What follows belongs to an exercise in optimizing a design on an open flow for small area, a short achievable clock period and few clock cycles; a production flow would make more cautious choices.
Function was checked by simulation only, so behaviour that the tests miss may differ from the original.
Power is estimated from default activity; no workload was simulated.

Design ARM, start of the top module:
module ARM(
    input CLK,
    input Reset,
    input [31:0] Instr,
    input [31:0] ReadData,
    output MemWrite,
    output [31:0] PC,
    output [31:0] ALUResult,
    output [31:0] WriteData
);
    reg [31:2] pc_r;               
    reg [31:0] ir;
    reg [3:0]  ra1, ra2;
    reg [14:0] oh1, oh2;           
    reg        id_valid;
    reg        ex_valid;
    reg [3:0]  ex_cond;
    reg        ex_ld, ex_st, ex_mul, ex_div, ex_b, ex_alu;
    reg [1:0]  ex_aluop;           
    reg        ex_fcv, ex_we;
    reg [3:0]  ex_rd;
    reg [31:0] ex_A, ex_B;
    reg [31:0] ex_addr;            
    reg        fN, fZ, fC, fV;
    reg        m_busy;
    reg [4:0]  m_cnt;
    reg [31:0] rf [0:14];
    assign PC = {pc_r, 2'b00};
    function cond_pass;
        input [3:0] c;
        input N, Z, C, V;
        begin
            case (c)
                4'b0000: cond_pass = Z;
                4'b0001: cond_pass = ~Z;
                4'b0010: cond_pass = C;
                4'b0011: cond_pass = ~C;
                4'b0100: cond_pass = N;
                4'b0101: cond_pass = ~N;
                4'b0110: cond_pass = V;
                4'b0111: cond_pass = ~V;
                4'b1000: cond_pass = ~Z & C;
                4'b1001: cond_pass = Z | ~C;
                4'b1010: cond_pass = ~(N ^ V);
                4'b1011: cond_pass = N ^ V;
                4'b1100: cond_pass = ~Z & ~(N ^ V);
                4'b1101: cond_pass = Z | (N ^ V);
                default: cond_pass = 1'b1;
            endcase
        end
    endfunction
    wire cond_ok = cond_pass(ex_cond, fN, fZ, fC, fV);
    wire ex_go = ex_valid & cond_ok;
    wire [31:0] srcB = ex_B;
    wire        sub  = ex_aluop[0];
    wire [32:0] sum  = {1'b0, ex_A} + {1'b0, sub ? ~srcB : srcB} + {32'b0, sub};
    reg  [31:0] alu_out;
    always @(*) begin
        case (ex_aluop)
            2'b10: alu_out = ex_A & srcB;
            2'b11: alu_out = ex_A | srcB;
  ...
Size: ~710 flip-flops, roughly 49000 µm² of cells after synthesis.
clock: 14.0 ns
lec_check: 0
abc_area: 1
cap_margin: 20
core_margin: 2
core_utilization: 45
slew_margin: 20
standard.sh (not shown) runs the stock make flow with config.mk's settings and CLKGATE_MAP_FILE= SYNTH_SCRIPT=/design/flow/synth_recipe.tcl, a recipe that flattens the netlist after the stock synthesis.
==> flow/flow/run.sh <==
#!/bin/bash
set -euo pipefail
cd "$(dirname "$0")/.."
bash standard.sh SETUP_SLACK_MARGIN=9 finish > flow_standard.log 2>&1
Testbench counts at the start, summed over its fixed seeds: cycles 19,864.
Edit:
--- a/flow/design.v
+++ b/flow/design.v
@@ -3,34 +3,34 @@
     input Reset,
     input [31:0] Instr,
     input [31:0] ReadData,
     output MemWrite,
     output [31:0] PC,
     output [31:0] ALUResult,
     output [31:0] WriteData
 );
-    reg [31:2] pc_r;               
+    reg [31:0] pc_r;
     reg [31:0] ir;
     reg [3:0]  ra1, ra2;
     reg [14:0] oh1, oh2;           
     reg        id_valid;
     reg        ex_valid;
     reg [3:0]  ex_cond;
     reg        ex_ld, ex_st, ex_mul, ex_div, ex_b, ex_alu;
     reg [1:0]  ex_aluop;           
     reg        ex_fcv, ex_we;
     reg [3:0]  ex_rd;
     reg [31:0] ex_A, ex_B;
     reg [31:0] ex_addr;            
     reg        fN, fZ, fC, fV;
     reg        m_busy;
     reg [4:0]  m_cnt;
     reg [31:0] rf [0:14];
-    assign PC = {pc_r, 2'b00};
+    assign PC = pc_r;
     function cond_pass;
         input [3:0] c;
         input N, Z, C, V;
         begin
             case (c)
                 4'b0000: cond_pass = Z;
                 4'b0001: cond_pass = ~Z;
                 4'b0010: cond_pass = C;
@@ -198,48 +198,48 @@
             kill[i] = ~m_norm & (((d_sh == 2'b00) & (i < d_shamt)) |
                       (~d_sh[1] & d_sh[0] | d_sh[1] & ~d_sh[0]) & ((31 - i) < d_shamt));
     end
     wire fill = (d_sh == 2'b10) & s_in[31];
     wire [31:0] sh_out = (rot & ~kill) | ({32{fill}} & kill);
     wire [31:0] d_opB  = sh_out | ((d_I & d_dp) ? {24'b0, ir[7:0]} : 32'd0);
     wire [31:0] rd1 = (wb_we && ex_rd == ra1) ? wb_d : rf1;
     wire [31:0] rd2 = (wb_we && ex_rd == ra2) ? wb_d : d_opB;
-    wire [31:0] pc_plus4 = {pc_r + 30'd1, 2'b00};
+    wire [31:0] pc_plus4 = pc_r + 32'd4;
     wire [31:0] m_off = ir[23] ? {20'b0, ir[11:0]} : -{20'b0, ir[11:0]};
     wire [31:0] b_off = {{6{ir[23]}}, ir[23:0], 2'b00};
     wire [31:0] a_base = d_b ? pc_plus4 : rf1;
     wire [31:0] a_off  = d_b ? b_off : m_off;
     wire [31:0] d_addr = a_base + a_off;
     wire stall_id = id_valid & ex_go & ex_we &
                     ((d_mem & (ex_rd == ir[19:16])) |
                      (d_shreg & (d_shamt != 5'd0) & (ex_rd == ra2)));
     wire id_bres  = id_valid & d_b & ~(ex_valid & ex_fcv) & ~stall_ex;
     wire id_btake = id_bres & cond_pass(d_cond, fN, fZ, fC, fV);
     always @(posedge CLK or posedge Reset) begin
         if (Reset) begin
-            pc_r     <= 30'd0;
+            pc_r     <= 32'd0;
             id_valid <= 1'b0;
             ex_valid <= 1'b0;
             m_busy   <= 1'b0;
         end else begin
             m_busy <= stall_ex;
             if (br_taken) begin
-                pc_r     <= ex_addr[31:2];
+                pc_r     <= ex_addr;
                 id_valid <= 1'b0;
                 ex_valid <= 1'b0;
             end else if (stall_ex) begin
             end else if (id_btake) begin
-                pc_r     <= d_addr[31:2];
+                pc_r     <= d_addr;
                 id_valid <= 1'b0;
                 ex_valid <= 1'b0;
             end else if (stall_id) begin
                 ex_valid <= 1'b0;
             end else begin
-                pc_r     <= pc_plus4[31:2];
+                pc_r     <= pc_plus4;
                 id_valid <= 1'b1;
                 ex_valid <= id_valid;
             end
         end
     end
     always @(posedge CLK) begin
         if (~stall_ex & ~stall_id) begin
             ir  <= Instr;
Result:
- routed wire length barely changes
- non-clock buffer count falls by 31
- sequential share of layout area rises by 0.33 points
- setup slack got worse by 0.15 ns
- power falls by a little under a tenth
- area after synthesis rises slightly
- design area falls slightly
- synthesized cell count rises by a few percent
- maximum frequency falls by a few percent
- via count hardly moves
- clock power barely changes
- clock-buffer cell count falls by 10
Testbench counts after the change, summed over its fixed seeds: cycles 19,864.

==> re-timing with driven ports <==
Ports are ideal in the flow. The routed layouts listed here were re-timed in OpenROAD. Step 1, drivers: a clkbuf_16 drives CLK and a buf_2 each remaining input, both assumed. Step 2 also shifts input and output timing later by t, the mid clock arrival at the registers, as if the neighbouring blocks saw the same clock. Three values: no drivers, after step 1, after step 2; two values: the first two.
| run | shift t [ns] | setup slack, ns | hold slack, ns | clock arrival spread, ns |
|---|---|---|---|---|
| the first run | 0.744 | 8.918 / 8.850 / 8.537 | 0.504 / 0.504 / 0.504 | 0.040 / 0.040 |
| the second run | 0.746 | 8.771 / 8.698 / 8.591 | 0.495 / 0.495 / 0.495 | 0.052 / 0.051 |
After both steps setup and hold are still met in every run listed. For the first run, which loses most, drivers alone change the setup slack by -0.068 ns; drivers and shift together by -0.381 ns.
